Context: an optimization exercise on an open-source flow, tuned for small area, a short achievable clock period and few clock cycles per item. The choices shown serve that exercise and are no tape-out recipe.
Function was not checked in any run shown here: the RTL went through the layout flow alone.

**flow/design.v**
```verilog
module e203_muldiv (
  input         clk,
  input         rst_n,
  input         i_valid,
  output        i_ready,
  input  [2:0]  i_op,
  input  [31:0] i_rs1,
  input  [31:0] i_rs2,
  output        o_valid,
  input         o_ready,
  output [31:0] o_wdat
);
  function [5:0] bitlen;
    input [31:0] v;
    integer i;
    begin
      bitlen = 0;
      for (i = 0; i < 32; i = i + 1)
        if (v[i]) bitlen = i + 1;
    end
  endfunction
  reg busy, done;
  wire start = i_valid & ~busy;
  wire step  = busy & ~done;
  assign o_valid = done;
  assign i_ready = done & o_ready;
  wire fin = done & o_ready;
  reg isdiv, rlo, rop, sq, srm, bz, swp, rst_acc;
  reg [4:0] cnt;
  reg [1:0] nmul;
  reg [33:0] sr, cr;                
  reg [11:0] lows, lowc;
  reg [23:0] lo;
  reg cy;
  wire op_div = i_op[2];
  wire [32:0] xin = {(i_op[1:0] != 2'd3) & i_rs1[31], i_rs1};
  wire [32:0] yin = {(i_op[1] == 1'b0) & i_rs2[31], i_rs2};
  wire [1:0] nx = (xin[32:11] == {22{xin[32]}}) ? 2'd1 : (xin[32:23] == {10{xin[32]}}) ? 2'd2 : 2'd3;
  wire [1:0] ny = (yin[32:11] == {22{yin[32]}}) ? 2'd1 : (yin[32:23] == {10{yin[32]}}) ? 2'd2 : 2'd3;
  wire swap_c = (nx < ny - 2'd1);
  wire [32:0] xm = (busy & swp) ? yin : xin;
  wire [32:0] ymul = (busy & swp) ? xin : yin;
  wire [36:0] yext = {{3{ymul[32]}}, ymul, 1'b0};
  reg [12:0] ym;
  always @* begin
    case (busy ? cnt[1:0] : 2'd0)
      2'd0: ym = yext[12:0];
      2'd1: ym = yext[24:12];
      2'd2: ym = yext[36:24];
      default: ym = yext[12:0];
    endcase
  end
  wire [45:0] so, co;
  mdv_csa u_csa (.x(xm), .y(ym), .s(sr), .c(cr), .g(~busy | rst_acc), .so(so), .co(co));
  wire cyin = (cnt == 5'd1) ? 1'b0 : cy;
  wire [12:0] chunk = {1'b0, lows} + {1'b0, lowc} + {12'd0, cyin};
  wire a_neg = ~i_op[0] & i_rs1[31];
  wire b_neg = ~i_op[0] & i_rs2[31];
  wire [31:0] a_abs = a_neg ? (~i_rs1 + 32'd1) : i_rs1;
  wire [31:0] b_abs = b_neg ? (~i_rs2 + 32'd1) : i_rs2;
  wire [5:0] ma = bitlen(i_rs1 ^ {32{a_neg}});
  wire [5:0] mb = bitlen(i_rs2 ^ {32{b_neg}});
  wire [6:0] qe = {1'b0, ma} + {6'd0, a_neg} + 7'd1 - {1'b0, mb};
  wire qskip = qe[6] | (qe == 7'd0) | (i_rs2 == 32'd0);
  reg [4:0] dm; reg [5:0] dsh;
  integer ii;
  always @* begin
    dm = 0; dsh = 0;
    for (ii = 0; ii < 17; ii = ii + 1)
      if (qe[5:0] > ii * 2) begin dm = ii + 1; dsh = ii * 2 + 1; end
  end
  wire [33:0] dinit = {2'd0, b_abs} << dsh;
  wire [31:0] rq0 = sr[31:0];
  wire [33:0] dv0 = cr >> 0;
  wire [34:0] df0 = {3'd0, rq0} - {1'b0, dv0};
  wire qb0 = ~df0[34];
  wire [31:0] rq1 = qb0 ? df0[31:0] : rq0;
  wire [33:0] dv1 = cr >> 1;
  wire [34:0] df1 = {3'd0, rq1} - {1'b0, dv1};
  wire qb1 = ~df1[34];
  wire [31:0] rq2 = qb1 ? df1[31:0] : rq1;
  wire [1:0] qbits = {qb0, qb1};
  wire [35:0] qreg = {lo, lows};
  always @(posedge clk or negedge rst_n) begin
    if (!rst_n) begin
      busy <= 1'b0;
      done <= 1'b0;
    end else if (fin) begin
      busy <= 1'b0;
      done <= 1'b0;
    end else if (start) begin
      busy <= 1'b1;
      done <= op_div ? qskip : (ny == 2'd1);
    end else if (step) begin
      if (isdiv) done <= (cnt == 5'd1);
      else done <= (cnt[1:0] + 2'd1 == nmul);
    end
  end
  always @(posedge clk) begin
    if (start) begin
      isdiv <= op_div;
      rlo <= (i_op[1:0] == 2'd0);
      rop <= i_op[1];
      sq <= a_neg ^ b_neg;
      srm <= a_neg;
      bz <= (i_rs2 == 32'd0);
      swp <= swap_c;
      rst_acc <= swap_c;
      nmul <= (ny == 2'd1) ? 2'd1 : swap_c ? nx : ny;
      if (op_div) begin
        cnt <= dm;
        sr <= {2'b0, a_abs};
        cr <= dinit;
        lo <= 0;
        lows <= 0;
      end else begin
        cnt <= swap_c ? 5'd0 : 5'd1;
        sr <= so[45:12];
        cr <= co[45:12];
        lows <= so[11:0];
        lowc <= co[11:0];
      end
    end else if (step) begin
      if (~isdiv) begin
        rst_acc <= 1'b0;
        cnt <= cnt + 5'd1;
        sr <= so[45:12];
        cr <= co[45:12];
        lows <= so[11:0];
        lowc <= co[11:0];
        if (cnt != 5'd0) begin
          cy <= chunk[12];
          case (cnt[1:0])
            2'd1: lo[11:0] <= chunk[11:0];
            2'd2: lo[23:12] <= chunk[11:0];
            default: ;
          endcase
        end
      end else begin
        cnt <= cnt - 5'd1;
        cr <= cr >> 2;
        sr <= {2'b0, rq2};
        {lo, lows} <= {qreg[33:0], qbits};
      end
    end
  end
  wire cyf = (cnt == 5'd1) ? 1'b0 : cy;
  wire [45:0] fsum = {sr, lows} + {cr, lowc} + {45'd0, cyf};
  wire [45:0] f = {~fsum[45], fsum[44:0]};
  reg [63:0] prod;
  always @* begin
    case (cnt[1:0])
      2'd1: prod = {{18{f[45]}}, f};
      2'd2: prod = {{6{f[45]}}, f, lo[11:0]};
      2'd3: prod = {f, lo[23:0]};
      default: prod = {{18{f[45]}}, f};
    endcase
  end
  wire [31:0] mres = rlo ? prod[31:0] : prod[63:32];
  wire [31:0] dval = rop ? sr[31:0] : qreg[31:0];
  wire dneg = rop ? srm : sq;
  wire [31:0] dres = (bz & ~rop) ? 32'hFFFFFFFF : dneg ? (~dval + 32'd1) : dval;
  assign o_wdat = isdiv ? dres : mres;
endmodule
module mdv_csa (
  input  [32:0] x,
  input  [12:0] y,
  input  [33:0] s,
  input  [33:0] c,
  input         g,
  output [45:0] so,
  output [45:0] co
);
  wire [33:0] x34 = {x[32], x};
  wire b0_one = y[0] ^ y[1];
  wire b0_two = (y[2] & ~y[1] & ~y[0]) | (~y[2] & y[1] & y[0]);
  wire b0_neg = y[2];
  wire [33:0] m0 = ({34{b0_one}} & x34) | ({34{b0_two}} & {x34[32:0], 1'b0});
  wire [33:0] p0 = (m0 ^ {34{b0_neg}}) ^ 34'h200000000;
  wire b1_one = y[2] ^ y[3];
  wire b1_two = (y[4] & ~y[3] & ~y[2]) | (~y[4] & y[3] & y[2]);
  wire b1_neg = y[4];
  wire [33:0] m1 = ({34{b1_one}} & x34) | ({34{b1_two}} & {x34[32:0], 1'b0});
  wire [33:0] p1 = (m1 ^ {34{b1_neg}}) ^ 34'h200000000;
  wire b2_one = y[4] ^ y[5];
  wire b2_two = (y[6] & ~y[5] & ~y[4]) | (~y[6] & y[5] & y[4]);
  wire b2_neg = y[6];
  wire [33:0] m2 = ({34{b2_one}} & x34) | ({34{b2_two}} & {x34[32:0], 1'b0});
  wire [33:0] p2 = (m2 ^ {34{b2_neg}}) ^ 34'h200000000;
  wire b3_one = y[6] ^ y[7];
  wire b3_two = (y[8] & ~y[7] & ~y[6]) | (~y[8] & y[7] & y[6]);
  wire b3_neg = y[8];
  wire [33:0] m3 = ({34{b3_one}} & x34) | ({34{b3_two}} & {x34[32:0], 1'b0});
  wire [33:0] p3 = (m3 ^ {34{b3_neg}}) ^ 34'h200000000;
  wire b4_one = y[8] ^ y[9];
  wire b4_two = (y[10] & ~y[9] & ~y[8]) | (~y[10] & y[9] & y[8]);
  wire b4_neg = y[10];
  wire [33:0] m4 = ({34{b4_one}} & x34) | ({34{b4_two}} & {x34[32:0], 1'b0});
  wire [33:0] p4 = (m4 ^ {34{b4_neg}}) ^ 34'h200000000;
  wire b5_one = y[10] ^ y[11];
  wire b5_two = (y[12] & ~y[11] & ~y[10]) | (~y[12] & y[11] & y[10]);
  wire b5_neg = y[12];
  wire [33:0] m5 = ({34{b5_one}} & x34) | ({34{b5_two}} & {x34[32:0], 1'b0});
  wire [33:0] p5 = (m5 ^ {34{b5_neg}}) ^ 34'h200000000;
  wire [33:0] se = {s[33] | g, s[32:0] & {33{~g}}};
  wire [33:0] ce = c & {34{~g}};
  wire t1 = p0[6] ^ p1[4];
  wire t2 = p0[6] & p1[4];
  wire t3 = p0[7] ^ p1[5];
  wire t4 = p0[7] & p1[5];
  wire t5 = p0[8] ^ p1[6] ^ p2[4];
  wire t6 = (p0[8] & p1[6]) | (p0[8] & p2[4]) | (p1[6] & p2[4]);
  wire t7 = p3[2] ^ p4[0];
  wire t8 = p3[2] & p4[0];
  wire t9 = p0[9] ^ p1[7] ^ p2[5];
  wire t10 = (p0[9] & p1[7]) | (p0[9] & p2[5]) | (p1[7] & p2[5]);
  wire t11 = p3[3] ^ p4[1];
  wire t12 = p3[3] & p4[1];
  wire t13 = p0[10] ^ p1[8] ^ p2[6];
  wire t14 = (p0[10] & p1[8]) | (p0[10] & p2[6]) | (p1[8] & p2[6]);
  wire t15 = p3[4] ^ p4[2] ^ p5[0];
  wire t16 = (p3[4] & p4[2]) | (p3[4] & p5[0]) | (p4[2] & p5[0]);
  wire t17 = b5_neg ^ se[10];
  wire t18 = b5_neg & se[10];
  wire t19 = p0[11] ^ p1[9] ^ p2[7];
  wire t20 = (p0[11] & p1[9]) | (p0[11] & p2[7]) | (p1[9] & p2[7]);
  wire t21 = p3[5] ^ p4[3] ^ p5[1];
  wire t22 = (p3[5] & p4[3]) | (p3[5] & p5[1]) | (p4[3] & p5[1]);
  wire t23 = se[11] ^ ce[11];
  wire t24 = se[11] & ce[11];
  wire t25 = p0[12] ^ p1[10] ^ p2[8];
  wire t26 = (p0[12] & p1[10]) | (p0[12] & p2[8]) | (p1[10] & p2[8]);
  wire t27 = p3[6] ^ p4[4] ^ p5[2];
  wire t28 = (p3[6] & p4[4]) | (p3[6] & p5[2]) | (p4[4] & p5[2]);
  wire t29 = se[12] ^ ce[12];
  wire t30 = se[12] & ce[12];
  wire t31 = p0[13] ^ p1[11] ^ p2[9];
  wire t32 = (p0[13] & p1[11]) | (p0[13] & p2[9]) | (p1[11] & p2[9]);
  wire t33 = p3[7] ^ p4[5] ^ p5[3];
  wire t34 = (p3[7] & p4[5]) | (p3[7] & p5[3]) | (p4[5] & p5[3]);
  wire t35 = se[13] ^ ce[13];
  wire t36 = se[13] & ce[13];
  wire t37 = p0[14] ^ p1[12] ^ p2[10];
  wire t38 = (p0[14] & p1[12]) | (p0[14] & p2[10]) | (p1[12] & p2[10]);
  wire t39 = p3[8] ^ p4[6] ^ p5[4];
  wire t40 = (p3[8] & p4[6]) | (p3[8] & p5[4]) | (p4[6] & p5[4]);
  wire t41 = se[14] ^ ce[14];
  wire t42 = se[14] & ce[14];
  wire t43 = p0[15] ^ p1[13] ^ p2[11];
  wire t44 = (p0[15] & p1[13]) | (p0[15] & p2[11]) | (p1[13] & p2[11]);
  wire t45 = p3[9] ^ p4[7] ^ p5[5];
  wire t46 = (p3[9] & p4[7]) | (p3[9] & p5[5]) | (p4[7] & p5[5]);
  wire t47 = se[15] ^ ce[15];
  wire t48 = se[15] & ce[15];
  wire t49 = p0[16] ^ p1[14] ^ p2[12];
  wire t50 = (p0[16] & p1[14]) | (p0[16] & p2[12]) | (p1[14] & p2[12]);
  wire t51 = p3[10] ^ p4[8] ^ p5[6];
  wire t52 = (p3[10] & p4[8]) | (p3[10] & p5[6]) | (p4[8] & p5[6]);
  wire t53 = se[16] ^ ce[16];
  wire t54 = se[16] & ce[16];
  wire t55 = p0[17] ^ p1[15] ^ p2[13];
  wire t56 = (p0[17] & p1[15]) | (p0[17] & p2[13]) | (p1[15] & p2[13]);
  wire t57 = p3[11] ^ p4[9] ^ p5[7];
  wire t58 = (p3[11] & p4[9]) | (p3[11] & p5[7]) | (p4[9] & p5[7]);
  wire t59 = se[17] ^ ce[17];
  wire t60 = se[17] & ce[17];
  wire t61 = p0[18] ^ p1[16] ^ p2[14];
  wire t62 = (p0[18] & p1[16]) | (p0[18] & p2[14]) | (p1[16] & p2[14]);
  wire t63 = p3[12] ^ p4[10] ^ p5[8];
  wire t64 = (p3[12] & p4[10]) | (p3[12] & p5[8]) | (p4[10] & p5[8]);
  wire t65 = se[18] ^ ce[18];
  wire t66 = se[18] & ce[18];
  wire t67 = p0[19] ^ p1[17] ^ p2[15];
  wire t68 = (p0[19] & p1[17]) | (p0[19] & p2[15]) | (p1[17] & p2[15]);
  wire t69 = p3[13] ^ p4[11] ^ p5[9];
  wire t70 = (p3[13] & p4[11]) | (p3[13] & p5[9]) | (p4[11] & p5[9]);
  wire t71 = se[19] ^ ce[19];
  wire t72 = se[19] & ce[19];
  wire t73 = p0[20] ^ p1[18] ^ p2[16];
  wire t74 = (p0[20] & p1[18]) | (p0[20] & p2[16]) | (p1[18] & p2[16]);
  wire t75 = p3[14] ^ p4[12] ^ p5[10];
  wire t76 = (p3[14] & p4[12]) | (p3[14] & p5[10]) | (p4[12] & p5[10]);
  wire t77 = se[20] ^ ce[20];
  wire t78 = se[20] & ce[20];
  wire t79 = p0[21] ^ p1[19] ^ p2[17];
  wire t80 = (p0[21] & p1[19]) | (p0[21] & p2[17]) | (p1[19] & p2[17]);
  wire t81 = p3[15] ^ p4[13] ^ p5[11];
  wire t82 = (p3[15] & p4[13]) | (p3[15] & p5[11]) | (p4[13] & p5[11]);
  wire t83 = se[21] ^ ce[21];
  wire t84 = se[21] & ce[21];
  wire t85 = p0[22] ^ p1[20] ^ p2[18];
  wire t86 = (p0[22] & p1[20]) | (p0[22] & p2[18]) | (p1[20] & p2[18]);
  wire t87 = p3[16] ^ p4[14] ^ p5[12];
  wire t88 = (p3[16] & p4[14]) | (p3[16] & p5[12]) | (p4[14] & p5[12]);
  wire t89 = se[22] ^ ce[22];
  wire t90 = se[22] & ce[22];
  wire t91 = p0[23] ^ p1[21] ^ p2[19];
  wire t92 = (p0[23] & p1[21]) | (p0[23] & p2[19]) | (p1[21] & p2[19]);
  wire t93 = p3[17] ^ p4[15] ^ p5[13];
  wire t94 = (p3[17] & p4[15]) | (p3[17] & p5[13]) | (p4[15] & p5[13]);
  wire t95 = se[23] ^ ce[23];
  wire t96 = se[23] & ce[23];
  wire t97 = p0[24] ^ p1[22] ^ p2[20];
  wire t98 = (p0[24] & p1[22]) | (p0[24] & p2[20]) | (p1[22] & p2[20]);
  wire t99 = p3[18] ^ p4[16] ^ p5[14];
  wire t100 = (p3[18] & p4[16]) | (p3[18] & p5[14]) | (p4[16] & p5[14]);
  wire t101 = se[24] ^ ce[24];
  wire t102 = se[24] & ce[24];
  wire t103 = p0[25] ^ p1[23] ^ p2[21];
  wire t104 = (p0[25] & p1[23]) | (p0[25] & p2[21]) | (p1[23] & p2[21]);
  wire t105 = p3[19] ^ p4[17] ^ p5[15];
  wire t106 = (p3[19] & p4[17]) | (p3[19] & p5[15]) | (p4[17] & p5[15]);
  wire t107 = se[25] ^ ce[25];
  wire t108 = se[25] & ce[25];
  wire t109 = p0[26] ^ p1[24] ^ p2[22];
  wire t110 = (p0[26] & p1[24]) | (p0[26] & p2[22]) | (p1[24] & p2[22]);
  wire t111 = p3[20] ^ p4[18] ^ p5[16];
  wire t112 = (p3[20] & p4[18]) | (p3[20] & p5[16]) | (p4[18] & p5[16]);
  wire t113 = se[26] ^ ce[26];
  wire t114 = se[26] & ce[26];
  wire t115 = p0[27] ^ p1[25] ^ p2[23];
  wire t116 = (p0[27] & p1[25]) | (p0[27] & p2[23]) | (p1[25] & p2[23]);
  wire t117 = p3[21] ^ p4[19] ^ p5[17];
  wire t118 = (p3[21] & p4[19]) | (p3[21] & p5[17]) | (p4[19] & p5[17]);
  wire t119 = se[27] ^ ce[27];
  wire t120 = se[27] & ce[27];
  wire t121 = p0[28] ^ p1[26] ^ p2[24];
  wire t122 = (p0[28] & p1[26]) | (p0[28] & p2[24]) | (p1[26] & p2[24]);
  wire t123 = p3[22] ^ p4[20] ^ p5[18];
  wire t124 = (p3[22] & p4[20]) | (p3[22] & p5[18]) | (p4[20] & p5[18]);
  wire t125 = se[28] ^ ce[28];
  wire t126 = se[28] & ce[28];
  wire t127 = p0[29] ^ p1[27] ^ p2[25];
  wire t128 = (p0[29] & p1[27]) | (p0[29] & p2[25]) | (p1[27] & p2[25]);
  wire t129 = p3[23] ^ p4[21] ^ p5[19];
  wire t130 = (p3[23] & p4[21]) | (p3[23] & p5[19]) | (p4[21] & p5[19]);
  wire t131 = se[29] ^ ce[29];
  wire t132 = se[29] & ce[29];
  wire t133 = p0[30] ^ p1[28] ^ p2[26];
  wire t134 = (p0[30] & p1[28]) | (p0[30] & p2[26]) | (p1[28] & p2[26]);
  wire t135 = p3[24] ^ p4[22] ^ p5[20];
  wire t136 = (p3[24] & p4[22]) | (p3[24] & p5[20]) | (p4[22] & p5[20]);
  wire t137 = se[30] ^ ce[30];
  wire t138 = se[30] & ce[30];
  wire t139 = p0[31] ^ p1[29] ^ p2[27];
  wire t140 = (p0[31] & p1[29]) | (p0[31] & p2[27]) | (p1[29] & p2[27]);
  wire t141 = p3[25] ^ p4[23] ^ p5[21];
  wire t142 = (p3[25] & p4[23]) | (p3[25] & p5[21]) | (p4[23] & p5[21]);
  wire t143 = se[31] ^ ce[31];
  wire t144 = se[31] & ce[31];
  wire t145 = p0[32] ^ p1[30] ^ p2[28];
  wire t146 = (p0[32] & p1[30]) | (p0[32] & p2[28]) | (p1[30] & p2[28]);
  wire t147 = p3[26] ^ p4[24] ^ p5[22];
  wire t148 = (p3[26] & p4[24]) | (p3[26] & p5[22]) | (p4[24] & p5[22]);
  wire t149 = se[32] ^ ce[32];
  wire t150 = se[32] & ce[32];
  wire t151 = p0[33] ^ p1[31] ^ p2[29];
  wire t152 = (p0[33] & p1[31]) | (p0[33] & p2[29]) | (p1[31] & p2[29]);
  wire t153 = p3[27] ^ p4[25] ^ p5[23];
  wire t154 = (p3[27] & p4[25]) | (p3[27] & p5[23]) | (p4[25] & p5[23]);
  wire t155 = se[33] ^ ce[33];
  wire t156 = se[33] & ce[33];
  wire t157 = p1[32] ^ p2[30] ^ p3[28];
  wire t158 = (p1[32] & p2[30]) | (p1[32] & p3[28]) | (p2[30] & p3[28]);
  wire t159 = p4[26] ^ p5[24];
  wire t160 = p4[26] & p5[24];
  wire t161 = p1[33] ^ p2[31];
  wire t162 = p1[33] & p2[31];
  wire t163 = p0[2] ^ p1[0];
  wire t164 = p0[2] & p1[0];
  wire t165 = p0[3] ^ p1[1];
  wire t166 = p0[3] & p1[1];
  wire t167 = p0[4] ^ p1[2] ^ p2[0];
  wire t168 = (p0[4] & p1[2]) | (p0[4] & p2[0]) | (p1[2] & p2[0]);
  wire t169 = b2_neg ^ se[4];
  wire t170 = b2_neg & se[4];
  wire t171 = p0[5] ^ p1[3] ^ p2[1];
  wire t172 = (p0[5] & p1[3]) | (p0[5] & p2[1]) | (p1[3] & p2[1]);
  wire t173 = se[5] ^ ce[5];
  wire t174 = se[5] & ce[5];
  wire t175 = p2[2] ^ p3[0] ^ b3_neg;
  wire t176 = (p2[2] & p3[0]) | (p2[2] & b3_neg) | (p3[0] & b3_neg);
  wire t177 = se[6] ^ ce[6] ^ t1;
  wire t178 = (se[6] & ce[6]) | (se[6] & t1) | (ce[6] & t1);
  wire t179 = p2[3] ^ p3[1] ^ se[7];
  wire t180 = (p2[3] & p3[1]) | (p2[3] & se[7]) | (p3[1] & se[7]);
  wire t181 = ce[7] ^ t2 ^ t3;
  wire t182 = (ce[7] & t2) | (ce[7] & t3) | (t2 & t3);
  wire t183 = b4_neg ^ se[8] ^ ce[8];
  wire t184 = (b4_neg & se[8]) | (b4_neg & ce[8]) | (se[8] & ce[8]);
  wire t185 = t4 ^ t5 ^ t7;
  wire t186 = (t4 & t5) | (t4 & t7) | (t5 & t7);
  wire t187 = se[9] ^ ce[9] ^ t6;
  wire t188 = (se[9] & ce[9]) | (se[9] & t6) | (ce[9] & t6);
  wire t189 = t8 ^ t9 ^ t11;
  wire t190 = (t8 & t9) | (t8 & t11) | (t9 & t11);
  wire t191 = ce[10] ^ t10 ^ t12;
  wire t192 = (ce[10] & t10) | (ce[10] & t12) | (t10 & t12);
  wire t193 = t13 ^ t15 ^ t17;
  wire t194 = (t13 & t15) | (t13 & t17) | (t15 & t17);
  wire t195 = t14 ^ t16 ^ t18;
  wire t196 = (t14 & t16) | (t14 & t18) | (t16 & t18);
  wire t197 = t19 ^ t21 ^ t23;
  wire t198 = (t19 & t21) | (t19 & t23) | (t21 & t23);
  wire t199 = t20 ^ t22 ^ t24;
  wire t200 = (t20 & t22) | (t20 & t24) | (t22 & t24);
  wire t201 = t25 ^ t27 ^ t29;
  wire t202 = (t25 & t27) | (t25 & t29) | (t27 & t29);
  wire t203 = t26 ^ t28 ^ t30;
  wire t204 = (t26 & t28) | (t26 & t30) | (t28 & t30);
  wire t205 = t31 ^ t33 ^ t35;
  wire t206 = (t31 & t33) | (t31 & t35) | (t33 & t35);
  wire t207 = t32 ^ t34 ^ t36;
  wire t208 = (t32 & t34) | (t32 & t36) | (t34 & t36);
  wire t209 = t37 ^ t39 ^ t41;
  wire t210 = (t37 & t39) | (t37 & t41) | (t39 & t41);
  wire t211 = t38 ^ t40 ^ t42;
  wire t212 = (t38 & t40) | (t38 & t42) | (t40 & t42);
  wire t213 = t43 ^ t45 ^ t47;
  wire t214 = (t43 & t45) | (t43 & t47) | (t45 & t47);
  wire t215 = t44 ^ t46 ^ t48;
  wire t216 = (t44 & t46) | (t44 & t48) | (t46 & t48);
  wire t217 = t49 ^ t51 ^ t53;
  wire t218 = (t49 & t51) | (t49 & t53) | (t51 & t53);
  wire t219 = t50 ^ t52 ^ t54;
  wire t220 = (t50 & t52) | (t50 & t54) | (t52 & t54);
  wire t221 = t55 ^ t57 ^ t59;
  wire t222 = (t55 & t57) | (t55 & t59) | (t57 & t59);
  wire t223 = t56 ^ t58 ^ t60;
  wire t224 = (t56 & t58) | (t56 & t60) | (t58 & t60);
  wire t225 = t61 ^ t63 ^ t65;
  wire t226 = (t61 & t63) | (t61 & t65) | (t63 & t65);
  wire t227 = t62 ^ t64 ^ t66;
  wire t228 = (t62 & t64) | (t62 & t66) | (t64 & t66);
  wire t229 = t67 ^ t69 ^ t71;
  wire t230 = (t67 & t69) | (t67 & t71) | (t69 & t71);
  wire t231 = t68 ^ t70 ^ t72;
  wire t232 = (t68 & t70) | (t68 & t72) | (t70 & t72);
  wire t233 = t73 ^ t75 ^ t77;
  wire t234 = (t73 & t75) | (t73 & t77) | (t75 & t77);
  wire t235 = t74 ^ t76 ^ t78;
  wire t236 = (t74 & t76) | (t74 & t78) | (t76 & t78);
  wire t237 = t79 ^ t81 ^ t83;
  wire t238 = (t79 & t81) | (t79 & t83) | (t81 & t83);
  wire t239 = t80 ^ t82 ^ t84;
  wire t240 = (t80 & t82) | (t80 & t84) | (t82 & t84);
  wire t241 = t85 ^ t87 ^ t89;
  wire t242 = (t85 & t87) | (t85 & t89) | (t87 & t89);
  wire t243 = t86 ^ t88 ^ t90;
  wire t244 = (t86 & t88) | (t86 & t90) | (t88 & t90);
  wire t245 = t91 ^ t93 ^ t95;
  wire t246 = (t91 & t93) | (t91 & t95) | (t93 & t95);
  wire t247 = t92 ^ t94 ^ t96;
  wire t248 = (t92 & t94) | (t92 & t96) | (t94 & t96);
  wire t249 = t97 ^ t99 ^ t101;
  wire t250 = (t97 & t99) | (t97 & t101) | (t99 & t101);
  wire t251 = t98 ^ t100 ^ t102;
  wire t252 = (t98 & t100) | (t98 & t102) | (t100 & t102);
  wire t253 = t103 ^ t105 ^ t107;
  wire t254 = (t103 & t105) | (t103 & t107) | (t105 & t107);
  wire t255 = t104 ^ t106 ^ t108;
  wire t256 = (t104 & t106) | (t104 & t108) | (t106 & t108);
  wire t257 = t109 ^ t111 ^ t113;
  wire t258 = (t109 & t111) | (t109 & t113) | (t111 & t113);
  wire t259 = t110 ^ t112 ^ t114;
  wire t260 = (t110 & t112) | (t110 & t114) | (t112 & t114);
  wire t261 = t115 ^ t117 ^ t119;
  wire t262 = (t115 & t117) | (t115 & t119) | (t117 & t119);
  wire t263 = t116 ^ t118 ^ t120;
  wire t264 = (t116 & t118) | (t116 & t120) | (t118 & t120);
  wire t265 = t121 ^ t123 ^ t125;
  wire t266 = (t121 & t123) | (t121 & t125) | (t123 & t125);
  wire t267 = t122 ^ t124 ^ t126;
  wire t268 = (t122 & t124) | (t122 & t126) | (t124 & t126);
  wire t269 = t127 ^ t129 ^ t131;
  wire t270 = (t127 & t129) | (t127 & t131) | (t129 & t131);
  wire t271 = t128 ^ t130 ^ t132;
  wire t272 = (t128 & t130) | (t128 & t132) | (t130 & t132);
  wire t273 = t133 ^ t135 ^ t137;
  wire t274 = (t133 & t135) | (t133 & t137) | (t135 & t137);
  wire t275 = t134 ^ t136 ^ t138;
  wire t276 = (t134 & t136) | (t134 & t138) | (t136 & t138);
  wire t277 = t139 ^ t141 ^ t143;
  wire t278 = (t139 & t141) | (t139 & t143) | (t141 & t143);
  wire t279 = t140 ^ t142 ^ t144;
  wire t280 = (t140 & t142) | (t140 & t144) | (t142 & t144);
  wire t281 = t145 ^ t147 ^ t149;
  wire t282 = (t145 & t147) | (t145 & t149) | (t147 & t149);
  wire t283 = t146 ^ t148 ^ t150;
  wire t284 = (t146 & t148) | (t146 & t150) | (t148 & t150);
  wire t285 = t151 ^ t153 ^ t155;
  wire t286 = (t151 & t153) | (t151 & t155) | (t153 & t155);
  wire t287 = 1'b1 ^ t152 ^ t154;
  wire t288 = (1'b1 & t152) | (1'b1 & t154) | (t152 & t154);
  wire t289 = t156 ^ t157 ^ t159;
  wire t290 = (t156 & t157) | (t156 & t159) | (t157 & t159);
  wire t291 = p3[29] ^ p4[27] ^ p5[25];
  wire t292 = (p3[29] & p4[27]) | (p3[29] & p5[25]) | (p4[27] & p5[25]);
  wire t293 = t158 ^ t160 ^ t161;
  wire t294 = (t158 & t160) | (t158 & t161) | (t160 & t161);
  wire t295 = p2[32] ^ p3[30] ^ p4[28];
  wire t296 = (p2[32] & p3[30]) | (p2[32] & p4[28]) | (p3[30] & p4[28]);
  wire t297 = p5[26] ^ 1'b1 ^ t162;
  wire t298 = (p5[26] & 1'b1) | (p5[26] & t162) | (1'b1 & t162);
  wire t299 = p2[33] ^ p3[31] ^ p4[29];
  wire t300 = (p2[33] & p3[31]) | (p2[33] & p4[29]) | (p3[31] & p4[29]);
  wire t301 = p3[32] ^ p4[30];
  wire t302 = p3[32] & p4[30];
  wire t303 = p0[0] ^ b0_neg;
  wire t304 = p0[0] & b0_neg;
  wire t305 = p0[1] ^ se[1];
  wire t306 = p0[1] & se[1];
  wire t307 = b1_neg ^ se[2] ^ ce[2];
  wire t308 = (b1_neg & se[2]) | (b1_neg & ce[2]) | (se[2] & ce[2]);
  wire t309 = se[3] ^ ce[3] ^ t164;
  wire t310 = (se[3] & ce[3]) | (se[3] & t164) | (ce[3] & t164);
  wire t311 = ce[4] ^ t166 ^ t167;
  wire t312 = (ce[4] & t166) | (ce[4] & t167) | (t166 & t167);
  wire t313 = t168 ^ t170 ^ t171;
  wire t314 = (t168 & t170) | (t168 & t171) | (t170 & t171);
  wire t315 = t172 ^ t174 ^ t175;
  wire t316 = (t172 & t174) | (t172 & t175) | (t174 & t175);
  wire t317 = t176 ^ t178 ^ t179;
  wire t318 = (t176 & t178) | (t176 & t179) | (t178 & t179);
  wire t319 = t180 ^ t182 ^ t183;
  wire t320 = (t180 & t182) | (t180 & t183) | (t182 & t183);
  wire t321 = t184 ^ t186 ^ t187;
  wire t322 = (t184 & t186) | (t184 & t187) | (t186 & t187);
  wire t323 = t188 ^ t190 ^ t191;
  wire t324 = (t188 & t190) | (t188 & t191) | (t190 & t191);
  wire t325 = t192 ^ t194 ^ t195;
  wire t326 = (t192 & t194) | (t192 & t195) | (t194 & t195);
  wire t327 = t196 ^ t198 ^ t199;
  wire t328 = (t196 & t198) | (t196 & t199) | (t198 & t199);
  wire t329 = t200 ^ t202 ^ t203;
  wire t330 = (t200 & t202) | (t200 & t203) | (t202 & t203);
  wire t331 = t204 ^ t206 ^ t207;
  wire t332 = (t204 & t206) | (t204 & t207) | (t206 & t207);
  wire t333 = t208 ^ t210 ^ t211;
  wire t334 = (t208 & t210) | (t208 & t211) | (t210 & t211);
  wire t335 = t212 ^ t214 ^ t215;
  wire t336 = (t212 & t214) | (t212 & t215) | (t214 & t215);
  wire t337 = t216 ^ t218 ^ t219;
  wire t338 = (t216 & t218) | (t216 & t219) | (t218 & t219);
  wire t339 = t220 ^ t222 ^ t223;
  wire t340 = (t220 & t222) | (t220 & t223) | (t222 & t223);
  wire t341 = t224 ^ t226 ^ t227;
  wire t342 = (t224 & t226) | (t224 & t227) | (t226 & t227);
  wire t343 = t228 ^ t230 ^ t231;
  wire t344 = (t228 & t230) | (t228 & t231) | (t230 & t231);
  wire t345 = t232 ^ t234 ^ t235;
  wire t346 = (t232 & t234) | (t232 & t235) | (t234 & t235);
  wire t347 = t236 ^ t238 ^ t239;
  wire t348 = (t236 & t238) | (t236 & t239) | (t238 & t239);
  wire t349 = t240 ^ t242 ^ t243;
  wire t350 = (t240 & t242) | (t240 & t243) | (t242 & t243);
  wire t351 = t244 ^ t246 ^ t247;
  wire t352 = (t244 & t246) | (t244 & t247) | (t246 & t247);
  wire t353 = t248 ^ t250 ^ t251;
  wire t354 = (t248 & t250) | (t248 & t251) | (t250 & t251);
  wire t355 = t252 ^ t254 ^ t255;
  wire t356 = (t252 & t254) | (t252 & t255) | (t254 & t255);
  wire t357 = t256 ^ t258 ^ t259;
  wire t358 = (t256 & t258) | (t256 & t259) | (t258 & t259);
  wire t359 = t260 ^ t262 ^ t263;
  wire t360 = (t260 & t262) | (t260 & t263) | (t262 & t263);
  wire t361 = t264 ^ t266 ^ t267;
  wire t362 = (t264 & t266) | (t264 & t267) | (t266 & t267);
  wire t363 = t268 ^ t270 ^ t271;
  wire t364 = (t268 & t270) | (t268 & t271) | (t270 & t271);
  wire t365 = t272 ^ t274 ^ t275;
  wire t366 = (t272 & t274) | (t272 & t275) | (t274 & t275);
  wire t367 = t276 ^ t278 ^ t279;
  wire t368 = (t276 & t278) | (t276 & t279) | (t278 & t279);
  wire t369 = t280 ^ t282 ^ t283;
  wire t370 = (t280 & t282) | (t280 & t283) | (t282 & t283);
  wire t371 = t284 ^ t286 ^ t287;
  wire t372 = (t284 & t286) | (t284 & t287) | (t286 & t287);
  wire t373 = t288 ^ t290 ^ t291;
  wire t374 = (t288 & t290) | (t288 & t291) | (t290 & t291);
  wire t375 = t292 ^ t294 ^ t295;
  wire t376 = (t292 & t294) | (t292 & t295) | (t294 & t295);
  wire t377 = p5[27] ^ t296 ^ t298;
  wire t378 = (p5[27] & t296) | (p5[27] & t298) | (t296 & t298);
  wire t379 = p5[28] ^ 1'b1 ^ t300;
  wire t380 = (p5[28] & 1'b1) | (p5[28] & t300) | (1'b1 & t300);
  wire t381 = p3[33] ^ p4[31] ^ p5[29];
  wire t382 = (p3[33] & p4[31]) | (p3[33] & p5[29]) | (p4[31] & p5[29]);
  wire t383 = p4[32] ^ p5[30];
  wire t384 = p4[32] & p5[30];
  wire t385 = se[0] ^ ce[0];
  wire t386 = se[0] & ce[0];
  wire t387 = ce[1] ^ t304 ^ t305;
  wire t388 = (ce[1] & t304) | (ce[1] & t305) | (t304 & t305);
  wire t389 = t163 ^ t306 ^ t307;
  wire t390 = (t163 & t306) | (t163 & t307) | (t306 & t307);
  wire t391 = t165 ^ t308 ^ t309;
  wire t392 = (t165 & t308) | (t165 & t309) | (t308 & t309);
  wire t393 = t169 ^ t310 ^ t311;
  wire t394 = (t169 & t310) | (t169 & t311) | (t310 & t311);
  wire t395 = t173 ^ t312 ^ t313;
  wire t396 = (t173 & t312) | (t173 & t313) | (t312 & t313);
  wire t397 = t177 ^ t314 ^ t315;
  wire t398 = (t177 & t314) | (t177 & t315) | (t314 & t315);
  wire t399 = t181 ^ t316 ^ t317;
  wire t400 = (t181 & t316) | (t181 & t317) | (t316 & t317);
  wire t401 = t185 ^ t318 ^ t319;
  wire t402 = (t185 & t318) | (t185 & t319) | (t318 & t319);
  wire t403 = t189 ^ t320 ^ t321;
  wire t404 = (t189 & t320) | (t189 & t321) | (t320 & t321);
  wire t405 = t193 ^ t322 ^ t323;
  wire t406 = (t193 & t322) | (t193 & t323) | (t322 & t323);
  wire t407 = t197 ^ t324 ^ t325;
  wire t408 = (t197 & t324) | (t197 & t325) | (t324 & t325);
  wire t409 = t201 ^ t326 ^ t327;
  wire t410 = (t201 & t326) | (t201 & t327) | (t326 & t327);
  wire t411 = t205 ^ t328 ^ t329;
  wire t412 = (t205 & t328) | (t205 & t329) | (t328 & t329);
  wire t413 = t209 ^ t330 ^ t331;
  wire t414 = (t209 & t330) | (t209 & t331) | (t330 & t331);
  wire t415 = t213 ^ t332 ^ t333;
  wire t416 = (t213 & t332) | (t213 & t333) | (t332 & t333);
  wire t417 = t217 ^ t334 ^ t335;
  wire t418 = (t217 & t334) | (t217 & t335) | (t334 & t335);
  wire t419 = t221 ^ t336 ^ t337;
  wire t420 = (t221 & t336) | (t221 & t337) | (t336 & t337);
  wire t421 = t225 ^ t338 ^ t339;
  wire t422 = (t225 & t338) | (t225 & t339) | (t338 & t339);
  wire t423 = t229 ^ t340 ^ t341;
  wire t424 = (t229 & t340) | (t229 & t341) | (t340 & t341);
  wire t425 = t233 ^ t342 ^ t343;
  wire t426 = (t233 & t342) | (t233 & t343) | (t342 & t343);
  wire t427 = t237 ^ t344 ^ t345;
  wire t428 = (t237 & t344) | (t237 & t345) | (t344 & t345);
  wire t429 = t241 ^ t346 ^ t347;
  wire t430 = (t241 & t346) | (t241 & t347) | (t346 & t347);
  wire t431 = t245 ^ t348 ^ t349;
  wire t432 = (t245 & t348) | (t245 & t349) | (t348 & t349);
  wire t433 = t249 ^ t350 ^ t351;
  wire t434 = (t249 & t350) | (t249 & t351) | (t350 & t351);
  wire t435 = t253 ^ t352 ^ t353;
  wire t436 = (t253 & t352) | (t253 & t353) | (t352 & t353);
  wire t437 = t257 ^ t354 ^ t355;
  wire t438 = (t257 & t354) | (t257 & t355) | (t354 & t355);
  wire t439 = t261 ^ t356 ^ t357;
  wire t440 = (t261 & t356) | (t261 & t357) | (t356 & t357);
  wire t441 = t265 ^ t358 ^ t359;
  wire t442 = (t265 & t358) | (t265 & t359) | (t358 & t359);
  wire t443 = t269 ^ t360 ^ t361;
  wire t444 = (t269 & t360) | (t269 & t361) | (t360 & t361);
  wire t445 = t273 ^ t362 ^ t363;
  wire t446 = (t273 & t362) | (t273 & t363) | (t362 & t363);
  wire t447 = t277 ^ t364 ^ t365;
  wire t448 = (t277 & t364) | (t277 & t365) | (t364 & t365);
  wire t449 = t281 ^ t366 ^ t367;
  wire t450 = (t281 & t366) | (t281 & t367) | (t366 & t367);
  wire t451 = t285 ^ t368 ^ t369;
  wire t452 = (t285 & t368) | (t285 & t369) | (t368 & t369);
  wire t453 = t289 ^ t370 ^ t371;
  wire t454 = (t289 & t370) | (t289 & t371) | (t370 & t371);
  wire t455 = t293 ^ t372 ^ t373;
  wire t456 = (t293 & t372) | (t293 & t373) | (t372 & t373);
  wire t457 = t297 ^ t374 ^ t375;
  wire t458 = (t297 & t374) | (t297 & t375) | (t374 & t375);
  wire t459 = t299 ^ t376 ^ t377;
  wire t460 = (t299 & t376) | (t299 & t377) | (t376 & t377);
  wire t461 = t301 ^ t378 ^ t379;
  wire t462 = (t301 & t378) | (t301 & t379) | (t378 & t379);
  wire t463 = t302 ^ t380 ^ t381;
  wire t464 = (t302 & t380) | (t302 & t381) | (t380 & t381);
  wire t465 = 1'b1 ^ t382 ^ t383;
  wire t466 = (1'b1 & t382) | (1'b1 & t383) | (t382 & t383);
  wire t467 = p4[33] ^ p5[31] ^ t384;
  wire t468 = (p4[33] & p5[31]) | (p4[33] & t384) | (p5[31] & t384);
  wire t469 = p5[32] ^ 1'b1;
  wire t470 = p5[32] & 1'b1;
  assign so = {1'b0, 1'b1, p5[33], t468, t466, t464, t462, t460, t458, t456, t454, t452, t450, t448, t446, t444, t442, t440, t438, t436, t434, t432, t430, t428, t426, t424, t422, t420, t418, t416, t414, t412, t410, t408, t406, t404, t402, t400, t398, t396, t394, t392, t390, t388, t386, t303};
  assign co = {1'b0, 1'b0, t470, t469, t467, t465, t463, t461, t459, t457, t455, t453, t451, t449, t447, t445, t443, t441, t439, t437, t435, t433, t431, t429, t427, t425, t423, t421, t419, t417, t415, t413, t411, t409, t407, t405, t403, t401, t399, t397, t395, t393, t391, t389, t387, t385};
endmodule
```
**flow/run.sh**
```bash
#!/bin/bash
# synth_recipe.tcl (not shown) runs the flow's synth.tcl, then flattens the netlist and writes it again
# the make line also repeats each setting of config.mk as NAME=value (left out here)
make -C /OpenROAD-flow-scripts/flow DESIGN_CONFIG=/design/flow/config.mk WORK_HOME=/design/flow/orfs CLKGATE_MAP_FILE= SYNTH_SCRIPT=/design/flow/synth_recipe.tcl finish
```
**flow/config.mk**
```make
export PLATFORM = sky130hd
export DESIGN_NAME = e203_muldiv
export DESIGN_NICKNAME = e203_muldiv
export VERILOG_FILES = /design/flow/design.v
export SDC_FILE = /design/flow/constraint.sdc
export NUM_CORES = 8
export LEC_CHECK = 0
export ABC_CLOCK_PERIOD_IN_PS = 5000
export CAP_MARGIN = 20
export CORE_MARGIN = 2
export CORE_UTILIZATION = 40
export SETUP_SLACK_MARGIN = 5
export SLEW_MARGIN = 20
```
**flow/constraint.sdc**
```tcl
create_clock -name core_clock -period 11.0 [get_ports {clk}]
set_input_delay 2.2000 -clock core_clock [delete_from_list [all_inputs] [get_ports {clk}]]
set_output_delay 2.2000 -clock core_clock [all_outputs]
set_load 0.01 [all_outputs]
```
==> summary.txt, run 1 <==
Routability cong. -> 1.037
Die footprint -> 0.08455 sq mm
Status -> no timing/DRC/antenna violations
Initial Util -> 0.4026
Area occupied by multi-input gates -> 0.03017 sq mm
First-pass GRT wire length -> 258900 um
Sequential cell area -> 0.003984 sq mm
Maximum fanout along the worst path -> 8
Hold Path Origin -> lo[21]
Drt drc -> 0
Max transition margin -> 0.1713
CP max stage delay -> 0.52 ns
Top cell by count, worst path -> buf_6
Vias in the first global route -> 37.07k
Hold Path Depth -> 2
CTS buffer count -> 17
Drt initial violations -> 5997
Cells after synthesis -> 4491
Register-to-register setup slack -> 4.21 ns
Row Count -> 105
Filler instances -> 7542
Family with the most delay on the worst path -> compound AO/OA/AOI/OAI gates
Worst Clk Skew -> 0.01209 ns
Clock Tree Root -> clkbuf_16
Fmax -> 126.1 MHz
Worst path buffer plus inverter count -> 7
Pre-CTS setup slack -> 1.188 ns
Worst R2R End -> sr[30]
Warnings from Yosys -> 1
WL/cell -> 31.08 um
Slew Viols, Final -> 0
Post-route worst setup slack -> 3.069 ns
Post-synth EDFFs -> 131
Netlist Area Pre-Place -> 0.03290 sq mm
Worst skew pair latency -> 0.46 ns
Syn_area_per_cell -> 7.325 sq um
Placed wire-length estimate -> 125300 um
Vias -> 40.78k
CP Class -> in2reg
Fin crit share -> 0.7210
Drt first pass iters -> 14
Crit path DAT -> 8.13 ns
Startpoint class of the critical path -> input port
CTS H-tree lvls -> 4
Critical path capture point type -> register
Layout net count -> 5252
Slowest CP cell -> dlygate4sd2_1
Hold Fails Final Rpt -> 0
Num ports -> 105
Core Util, Final -> 0.5469
Initial antenna violation count -> 11
Synth-to-Final Area Change -> 35.85%
Die Span X -> 290.8 um
GRT Overall Usage -> 0.4092
Worst path depth -> 35
Unrepaired setup endpoints after global routing -> yes
Clock sink count -> 133
Reg2reg path depth -> 28
Post-route setup TNS -> 0 ns
Sequential area share after synthesis -> 0.1211
Crit path from -> i_rs1[2]
Min-Delay Endpoint -> lo[23]
Async S/R FF share, synth -> 0.01504
IO buf count -> 104
Fin crit period -> 7.931 ns
Post-synth top flop -> edfxtp_1
Area of the core -> 0.08172 sq mm
CTS Buffer Depth -> 2
CP required -> 11.20 ns
Die Height -> 290.8 um
Hold Path Class -> reg2reg
Grt ovf -> 0
Synth Net Count -> 4929
MaxCap Viol Count -> 0
Vias/cell -> 6.911
Yosys cell types -> 85
Largest net degree at the start of global routing -> 73
Total wire length -> 183400 um
Critical R2R Launch -> cr[9]
Antenna Nets Post-Route -> 0
Clock-pin slew on the worst setup and hold paths -> 0.07 ns
# setup viols final -> 0
CTS tree -> yes
Synth Register Bits -> 133
Actual slew at the worst max-slew pin -> 1.209 ns
Layout cells sized above 1 -> 0.3052
## layout make-up
class,instances,area share
multi-input combinational,3627,0.6752
timing repair buffer,720,0.1631
sequential,133,0.08915
tap,1070,0.02996
inverter,313,0.02842
clock buffer,19,0.009688
clock inverter,13,0.003892
timing repair inverter,2,0.0004480
antenna,3,0.0001680
## sequential cells by signal, summed over array words and instances, names as in the netlist, 2 cells and up
register  flops
cr           34
sr           33
lo           24
lowc         12
lows         12
cnt           5
nmul          2
## worst max path at each step
stage	end	slack [ns]
finish	cr[21]	3.07
global route	cr[27]	2.89
CTS	cr[20]	3.24
detailed placement	cr[27]	1.19
global placement	cr[27]	1.24
floorplan	cr[17]	3.48
## worst reg2reg max path, delay by kind of cell, from the launching register on
kind	cells	cell delay [ns]
AO/OA/AOI/OAI	17	3.47
adder cells (fa/ha/maj)	3	1.06
AND/OR/NAND/NOR	3	0.64
flip-flops	1	0.66
buffers and inverters	4	0.50
XOR/XNOR	1	0.20
## synth_stat cells (18+ instances only)
cell type / number / area, sq um
a211oi_1: 26 / 195.2
a21o_1: 36 / 270.3
a21oi_1: 450 / 2252
a221o_1: 38 / 380.4
a221oi_1: 62 / 543.0
a22oi_1: 41 / 307.8
a31oi_1: 57 / 356.6
and2_1: 85 / 531.8
buf_1: 36 / 135.1
buf_2: 24 / 120.1
clkbuf_1: 371 / 1393
edfxtp_1: 131 / 3934
fa_1: 196 / 3924
ha_1: 171 / 2140
inv_1: 304 / 1141
mux2_2: 51 / 574.3
mux2i_1: 151 / 1511
nand2_1: 336 / 1261
nand2b_1: 51 / 319.1
nand3_1: 65 / 325.3
nand4_1: 18 / 112.6
nor2_1: 304 / 1141
nor2b_1: 26 / 162.7
nor3_1: 107 / 535.5
nor4_1: 27 / 168.9
o211ai_1: 23 / 172.7
o21a_1: 21 / 157.7
o21ai_0: 457 / 2287
o21ai_1: 20 / 100.1
o21bai_1: 35 / 262.8
o221ai_1: 158 / 1384
o22ai_1: 173 / 1082
o31ai_1: 26 / 195.2
or3_1: 33 / 206.5
xnor2_1: 149 / 1305
xor2_1: 62 / 543.0
## what timing repair did
action,CTS,global route
pin swaps,278,211
hold buffers,0,0
buffers inserted,336,122
endpoints found under the setup margin,126,120
gates resized for setup,1063,344
cloned,44,1
## stage by stage
step	cell area [sq um]	std cells	hold WS [ns]
2_1_floorplan	33800	4491	0.5415
3_3_place_gp	35260	5362	0.6276
3_5_place_dp	35260	5362	0.6475
4_1_cts	42460	5774	0.6625
5_1_grt	44680	5898	0.7233
6_report	44690	5900	0.6670
## layer usage
metal	GRT usage	wire (um)	vias to the layer above
li1	-	-	17150
met1	0.4964	64860	19360
met2	0.6113	75550	3233
met3	0.1361	25080	1019
met4	0.2841	17700	18
met5	0	173	-
## cell usage in the layout, fill, tap and decap left out, types with 93 or more instances in the layout
cell type    n
xnor2_1    128
nor2_1     274
fa_2       102
nand2_1    308
buf_4      397
buf_6      126
edfxtp_1   131
o21ai_0    347
inv_1      271
o221ai_1   126
nor3_1      93
o22ai_1    153
ha_1       137
fa_1        94
a21oi_1    368
mux2i_1    115
## cells by family (layout without fill, tap and decap cells)
logic type,after synthesis,in the layout,synth area share
and+or+nand+nor,1109,1120,0.1570
DFF,133,133,0.1211
AOI/OAI and AO/OA,1719,1726,0.3308
muxes,202,202,0.06341
other,1,4,0.0001140
adders and majority gates,367,367,0.1843
xor gates and xnor gates,211,211,0.05618
buffers and inverters,749,1067,0.08706
==> run 2: changes to the inputs <==
--- a/flow/design.v
+++ b/flow/design.v
@@ -25,7 +25,7 @@
   assign o_valid = done;
   assign i_ready = done & o_ready;
   wire fin = done & o_ready;
-  reg isdiv, rlo, rop, sq, srm, bz, swp, rst_acc;
+  reg isdiv, rlo, rop, sq, srm, bz, swp, rst_acc, dnorm, dsub;
   reg [4:0] cnt;
   reg [1:0] nmul;
   reg [33:0] sr, cr;                
@@ -56,30 +56,24 @@
   wire [12:0] chunk = {1'b0, lows} + {1'b0, lowc} + {12'd0, cyin};
   wire a_neg = ~i_op[0] & i_rs1[31];
   wire b_neg = ~i_op[0] & i_rs2[31];
-  wire [31:0] a_abs = a_neg ? (~i_rs1 + 32'd1) : i_rs1;
-  wire [31:0] b_abs = b_neg ? (~i_rs2 + 32'd1) : i_rs2;
   wire [5:0] ma = bitlen(i_rs1 ^ {32{a_neg}});
   wire [5:0] mb = bitlen(i_rs2 ^ {32{b_neg}});
-  wire [6:0] qe = {1'b0, ma} + {6'd0, a_neg} + 7'd1 - {1'b0, mb};
-  wire qskip = qe[6] | (qe == 7'd0) | (i_rs2 == 32'd0);
-  reg [4:0] dm; reg [5:0] dsh;
-  integer ii;
-  always @* begin
-    dm = 0; dsh = 0;
-    for (ii = 0; ii < 17; ii = ii + 1)
-      if (qe[5:0] > ii * 2) begin dm = ii + 1; dsh = ii * 2 + 1; end
-  end
-  wire [33:0] dinit = {2'd0, b_abs} << dsh;
-  wire [31:0] rq0 = sr[31:0];
-  wire [33:0] dv0 = cr >> 0;
-  wire [34:0] df0 = {3'd0, rq0} - {1'b0, dv0};
-  wire qb0 = ~df0[34];
-  wire [31:0] rq1 = qb0 ? df0[31:0] : rq0;
-  wire [33:0] dv1 = cr >> 1;
-  wire [34:0] df1 = {3'd0, rq1} - {1'b0, dv1};
-  wire qb1 = ~df1[34];
-  wire [31:0] rq2 = qb1 ? df1[31:0] : rq1;
-  wire [1:0] qbits = {qb0, qb1};
+  wire [6:0] qs = {1'b0, ma} + {6'd0, a_neg} - {1'b0, mb};
+  wire bzero = (i_rs2 == 32'd0);
+  wire qskip = qs[6] | bzero;
+  wire [32:0] a_ext = {a_neg, i_rs1};
+  wire [33:0] r_init = {a_ext[32], a_ext} - {33'd0, a_neg};
+  wire [5:0] dsh = {lowc[5:1] + {4'd0, lowc[0]}, 1'b0};
+  wire [33:0] dfirst = cr << dsh;
+  wire [33:0] dcur = dnorm ? dfirst : cr;
+  wire [33:0] rq0 = sr;
+  wire [34:0] df0 = {rq0[33], rq0} + (dsub ? ~{dcur[33], dcur} : {dcur[33], dcur}) + {34'd0, dsub};
+  wire qb0 = (df0[34] == srm);
+  wire [33:0] rq1 = qb0 ? df0[33:0] : rq0;
+  wire [33:0] dv1 = {dcur[33], dcur[33:1]};
+  wire [34:0] df1 = {rq1[33], rq1} + (dsub ? ~{dv1[33], dv1} : {dv1[33], dv1}) + {34'd0, dsub};
+  wire qb1 = (df1[34] == srm) & ~dnorm;
+  wire [33:0] rq2 = qb1 ? df1[33:0] : rq1;
   wire [35:0] qreg = {lo, lows};
   always @(posedge clk or negedge rst_n) begin
     if (!rst_n) begin
@@ -108,11 +102,14 @@
       rst_acc <= swap_c;
       nmul <= (ny == 2'd1) ? 2'd1 : swap_c ? nx : ny;
       if (op_div) begin
-        cnt <= dm;
-        sr <= {2'b0, a_abs};
-        cr <= dinit;
+        dnorm <= 1'b1;
+        dsub <= ~(a_neg ^ b_neg);
+        cnt <= {1'b0, qs[5:1]} + {4'd0, qs[0]} + 5'd1;
+        sr <= r_init;
+        cr <= {{2{b_neg}}, i_rs2};
         lo <= 0;
         lows <= 0;
+        lowc <= {{6{1'b0}}, qs[5:0]};
       end else begin
         cnt <= swap_c ? 5'd0 : 5'd1;
         sr <= so[45:12];
@@ -137,15 +134,17 @@
           endcase
         end
       end else begin
+        dnorm <= 1'b0;
         cnt <= cnt - 5'd1;
-        cr <= cr >> 2;
-        sr <= {2'b0, rq2};
-        {lo, lows} <= {qreg[33:0], qbits};
+        cr <= dnorm ? dv1 : {{2{dcur[33]}}, dcur[33:2]};
+        sr <= rq2;
+        {lo, lows} <= dnorm ? {qreg[34:0], qb0} : {qreg[33:0], qb0, qb1};
       end
     end
   end
   wire cyf = (cnt == 5'd1) ? 1'b0 : cy;
-  wire [45:0] fsum = {sr, lows} + {cr, lowc} + {45'd0, cyf};
+  wire [46:0] fsum1 = {sr, lows, 1'b1} + {cr, lowc, cyf};
+  wire [45:0] fsum = fsum1[46:1];
   wire [45:0] f = {~fsum[45], fsum[44:0]};
   reg [63:0] prod;
   always @* begin
@@ -158,8 +157,9 @@
   end
   wire [31:0] mres = rlo ? prod[31:0] : prod[63:32];
   wire [31:0] dval = rop ? sr[31:0] : qreg[31:0];
-  wire dneg = rop ? srm : sq;
-  wire [31:0] dres = (bz & ~rop) ? 32'hFFFFFFFF : dneg ? (~dval + 32'd1) : dval;
+  wire dinv = ~rop & sq;
+  wire dinc = rop ? srm : sq;
+  wire [31:0] dres = (bz & ~rop) ? 32'hFFFFFFFF : (dval ^ {32{dinv}}) + {31'd0, dinc};
   assign o_wdat = isdiv ? dres : mres;
 endmodule
 module mdv_csa (
--- a/flow/config.mk
+++ b/flow/config.mk
@@ -5,9 +5,8 @@
 export SDC_FILE = /design/flow/constraint.sdc
 export NUM_CORES = 8
 export LEC_CHECK = 0
-export ABC_CLOCK_PERIOD_IN_PS = 5000
 export CAP_MARGIN = 20
 export CORE_MARGIN = 2
-export CORE_UTILIZATION = 40
+export CORE_UTILIZATION = 60
 export SETUP_SLACK_MARGIN = 5
 export SLEW_MARGIN = 20
==> run 2 against run 1 <==
  * The flow now stops in 5_1_grt
  * Synthesized area up 2.2%
  * Synthesized cell count up 1.1%
==> summary.txt, run 2 <==
Row Count -> 86 (-18%)
Synth Register Bits -> 135 (+1.5%)
Adder-cell area share of the yosys netlist -> 0.1839 (-0.0004324)
Placed wire-length estimate -> 116400 um (-7.1%)
Synth Net Count -> 4989 (+1.2%)
Warnings from Yosys -> 1 (unchanged)
Syn_area_per_cell -> 7.402 sq um (+1.1%)
Cell taking the most area after synthesis -> edfxtp_1
CTS Buffer Depth -> 2 (unchanged)
Simple-gate portion of the synthesized area -> 0.1572 (+0.0002254)
Leading post-synthesis cells by cell area -> edfxtp_1, fa_1, a21oi_1
Main combinational cell family by area after synthesis -> compound AO/OA/AOI/OAI gates
Tool error message -> [ERROR GRT-0232] Routing congestion too high. Check the congestion heatmap in the GUI.
Initial Util -> 0.6089 (+0.2064)
Routability cong. -> 1.110 (+7.1%)
Die Height -> 240.7 um (-17%)
Netlist Area Pre-Place -> 0.03361 sq mm (+2.2%)
Synth Area in XOR/XNOR -> 0.07106 (+0.01488)
Post-synth top flop -> edfxtp_1
Post-synth top area share -> 0.1188 (-0.0007639)
GRT Overall Usage -> 0.7419
Sequential area share after synthesis -> 0.1203 (-0.0007964)
CTS buffer count -> 17 (unchanged)
Placed instance count -> 5090 (-5.1%)
Most common cell in the netlist -> a21oi_1
Mux share of post-synthesis cell area -> 0.05852 (-0.004889)
Die Span X -> 240.7 um (-17%)
Compound-Gate Fraction of Synth Area -> 0.3326 (+0.001728)
Num ports -> 105 (unchanged)
Hold buffer count at cts -> 0 (unchanged)
Clock Tree Root -> clkbuf_16
Status -> aborted with a tool error
Failed at -> 5_1_grt
IO buf count -> 104 (unchanged)
Cells after synthesis -> 4541 (+1.1%)
Clock sink count -> 135 (+1.5%)
CTS H-tree lvls -> 4 (unchanged)
Yosys cell types -> 85 (unchanged)
Grt ovf -> 87
Synth top cells by count -> a21oi_1, o21ai_0, clkbuf_1
Async S/R FF share, synth -> 0.01481 (-0.0002228)
Post-synth EDFFs -> 133 (+1.5%)
Largest net degree at the start of global routing -> 71
==> run 2: how the worst min path moves through the flow <==
stage	slack, ns	endpoint	startpoint
after floorplan	0.61	lo[23]	lo[22]
after global placement	0.66	busy	done
after detailed placement	0.69	busy	done
after CTS	0.71	busy	done
==> run 2: metal layers <==
| metal | GRT overflow | track usage |
|---|---|---|
| met1 | 1 | 0.7723 |
| met2 | 59 | 0.9018 |
| met3 | 0 | 0.5701 |
| met4 | 27 | 0.7017 |
| met5 | 0 | 0.2938 |
==> run 2: metrics by stage <==
| stage | cell area, sq um | hold WS, ns | worst slack, ns | util |
|---|---|---|---|---|
| floorplan | 35190 | 0.6051 | 4.107 | - |
| global placement | 36050 | 0.6648 | 2.077 | 0.6531 |
| detailed placement | 36050 | 0.6903 | 2.002 | 0.6531 |
| CTS | 43960 | 0.7083 | 3.489 | 0.7963 |
==> run 2: logic make-up after synthesis <==
| logic type | count (synthesis) |
|---|---|
| compound gates | 1767 |
| xor+xnor | 271 |
| fa+ha+maj | 377 |
| buf+inv | 679 |
| flops | 135 |
| mux | 186 |
| simple gates | 1126 |
==> run 2: repair_timing <==
item	4_1_cts
gates resized for setup	1183
cloned	54
setup buffers	349
pin swaps	320
endpoints found under the setup margin	130
==> run 3: changes to the inputs <==
--- a/flow/config.mk
+++ b/flow/config.mk
@@ -7,6 +7,6 @@
 export LEC_CHECK = 0
 export CAP_MARGIN = 20
 export CORE_MARGIN = 2
-export CORE_UTILIZATION = 60
+export CORE_UTILIZATION = 45
 export SETUP_SLACK_MARGIN = 5
 export SLEW_MARGIN = 20
==> run 3 against run 2 <==
  * The run now finishes clean
  * Synthesized cell count stayed put
  * Synthesized area stayed put
==> summary.txt, run 3 <==
Status -> no timing/DRC/antenna violations
Slowest CP cell -> a2111oi_4
Row Count -> 100 (+16%)
Synth Net Count -> 4989 (unchanged)
Largest net degree at the start of global routing -> 68
Hold buffer count at cts -> 0 (unchanged)
Max reg flops -> 34
Total wire length -> 198100 um
Unrepaired setup endpoints after global routing -> yes
Drt first pass iters -> 9
Clock sink count -> 135 (unchanged)
Clock-pin slew on the worst setup and hold paths -> 0.07 ns
Vias/cell -> 7.224
Startpoint class of the critical path -> register
Fin crit period -> 7.916 ns
Crit path DAT -> 8.14 ns
Slew Viols, Final -> 0
Area occupied by multi-input gates -> 0.03190 sq mm
Drt drc -> 0
Met2 WL post-DR -> 79040 um
Synth Register Bits -> 135 (unchanged)
Max transition margin -> 0.1203
Top Metal Used -> met5
CTS buffer count -> 17 (unchanged)
Antenna Nets Post-Route -> 0
# setup viols final -> 0
Synth top cells by count -> a21oi_1, o21ai_0, clkbuf_1
Hold Path Class -> reg2reg
Sequential cell area -> 0.004044 sq mm
Die footprint -> 0.07690 sq mm
Netlist Area Pre-Place -> 0.03361 sq mm (unchanged)
Worst Clk Skew -> 0.02734 ns
Fin crit share -> 0.7197
Initial Util -> 0.4530 (-0.1559)
Area of the core -> 0.07420 sq mm
Die Span X -> 277.3 um (+15%)
Design area -> 0.04667 sq mm
Vias in the first global route -> 39.46k
Most frequent cells in the layout -> buf_4, a21oi_1, nand2_1, o21ai_0, nor2_1
Critical path capture point type -> register
Register-to-register setup slack -> 3.08 ns
Metal3 WL -> 27250 um
Syn_area_per_cell -> 7.402 sq um (unchanged)
CP required -> 11.22 ns
Placement-stage cell area -> 0.03635 sq mm (+0.84%)
Top reg by flops -> sr
Most common cell after layout, fill and taps aside -> buf_4
IO buf count -> 104 (unchanged)
Hold Fails Final Rpt -> 0
CP Class -> reg2reg
Cells after synthesis -> 4541 (unchanged)
Top cell by count, worst path -> a21oi_2
Biggest regs -> sr (34), cr (33), lo (24)
Async S/R FF share, synth -> 0.01481 (unchanged)
Filler instances -> 6341
Grt ovf -> 0
MaxCap Viol Count -> 0
Worst skew pair latency -> 0.49 ns
Warnings from Yosys -> 1 (unchanged)
WL/cell -> 33.57 um
GRT Overall Usage -> 0.4840
Drt initial violations -> 6975
Initial antenna violation count -> 9
Clock Tree Root -> clkbuf_16
Leading post-synthesis cells by cell area -> edfxtp_1, fa_1, a21oi_1
Post-synth top flop -> edfxtp_1
CTS H-tree lvls -> 4 (unchanged)
Post-route setup TNS -> 0 ns
Layout net count -> 5362
Post-synth EDFFs -> 133 (unchanged)
Layout cells sized above 1 -> 0.3365
CTS Buffer Depth -> 2 (unchanged)
Cell taking the most area after synthesis -> edfxtp_1
CTS tree -> yes
CP max stage delay -> 0.47 ns
Post-synth top area share -> 0.1188 (unchanged)
Fmax -> 126.3 MHz
Maximum fanout along the worst path -> 13
Met1 WL -> 67050 um
Most common cell in the netlist -> a21oi_1
Num ports -> 105 (unchanged)
Yosys cell types -> 85 (unchanged)
Placed wire-length estimate -> 123800 um (+6.4%)
Actual slew at the worst max-slew pin -> 1.306 ns
Sequential area share after synthesis -> 0.1203 (unchanged)
First-pass GRT wire length -> 275600 um
Vias -> 42.63k
Die Height -> 277.3 um (+15%)
Synth-to-Final Area Change -> 38.86%
Routability cong. -> 1.027 (-7.5%)
==> run 3: cell counts after synthesis <==
Identical to the previous run, type by type.
==> run 3: what timing repair did <==
| action | CTS | global route |
|---|---|---|
| pin swaps | 266 | 215 |
| gates cloned | 45 | 9 |
| resized for setup | 1146 | 312 |
| endpoints found under the setup margin | 131 | 121 |
| buffers inserted | 399 | 101 |
==> run 3: per-stage QoR <==
step           setup WS (ns)  hold WS (ns)  utilization  instances
4_1_cts                3.435        0.7055       0.5971       5785
2_1_floorplan          4.107        0.6051            -       4541
5_1_grt                2.903        0.7747       0.6289       5896
6_report               3.084        0.7081       0.6291       5901
3_3_place_gp           1.803        0.6973       0.4900       5309
3_5_place_dp           1.603        0.6925       0.4900       5309
==> run 3: worst paths after layout <==
path,from,to,depth (start not counted)
setup / recovery,lowc[0],sr[6],36
hold / removal,done,busy,2
setup reg to reg,lowc[0],sr[6],36
hold reg to reg,done,busy,2
max in group asynchronous,rst_n,busy,1
min in group asynchronous,rst_n,done,1
==> run 3: final cells by class <==
cell class | instances | share of cell area
Multi-Input combinational cell | 3742 | 0.6835
Timing Repair Buffer | 772 | 0.1689
Sequential cell | 135 | 0.08664
Tap cell | 969 | 0.02598
Inverter | 240 | 0.02147
Clock buffer | 19 | 0.009275
Clock inverter | 13 | 0.002842
Timing Repair inverter | 6 | 0.001126
Antenna cell | 5 | 0.0002681
==> run 3: cells by family after synthesis <==
kind of cell | Yosys count | share of synthesized area
multiplexers | 186 | 0.05852
flip-flops | 135 | 0.1203
buffers and inverters | 679 | 0.07646
adder cells (fa/ha/maj) | 377 | 0.1839
AO/OA/AOI/OAI | 1767 | 0.3326
AND/OR/NAND/NOR | 1126 | 0.1572
XOR/XNOR | 271 | 0.07106
==> run 3: routing by layer <==
metal  track usage  vias up
met1        0.5792    19950
met5             0        -
li1              -    17520
met3        0.1380     1354
met2        0.7039     3797
met4        0.4370       10
==> run 3: worst max-delay path: cells and delay by family (launching register included) <==
| family | cells | cell delay [ns] |
|---|---|---|
| AO/OA/AOI/OAI | 16 | 3.30 |
| XOR/XNOR | 1 | 0.14 |
| adder cells (fa/ha/maj) | 4 | 1.27 |
| buffers and inverters | 7 | 1.04 |
| flip-flops | 1 | 0.45 |
| multiplexers | 2 | 0.42 |
| AND/OR/NAND/NOR | 6 | 1.02 |

re-timing with driven ports:
In the flow no input, the clock included, has a driving cell. The finished layouts below were timed again as built, in two steps.
Step 1 (the two cells are an assumption about what drives the block):
set clk [get_ports {clk}]
set_driving_cell -lib_cell sky130_fd_sc_hd__clkbuf_16 $clk
set_driving_cell -lib_cell sky130_fd_sc_hd__buf_2 [delete_from_list [all_inputs] $clk]
Step 2 adds t to the input delays and takes it off the output delays; t is the mean of the earliest and latest rising clock arrival at the registers after step 1. Input paths then give back, and output paths get back, about the clock's delay inside the block.
Slacks: no drivers / after step 1 / after step 2; pairs: no drivers / after step 1.
run | t (ns) | slack for setup (ns) | worst hold slack (ns) | slew at the worst register clock pin (ns) | worst data-port slew with drivers (ns)
run 1 | 0.504 | 3.069 / 3.098 / 2.594 | 0.667 / 0.667 / 0.667 | 0.07 / 0.07 | 0.06
run 3 | 0.528 | 3.084 / 3.084 / 3.084 | 0.708 / 0.708 / 0.708 | 0.08 / 0.08 | 0.07
After both steps every run listed still meets setup and hold. The setup slack of run 1, which loses most, moves by +0.029 ns with the drivers and by -0.475 ns with both steps.
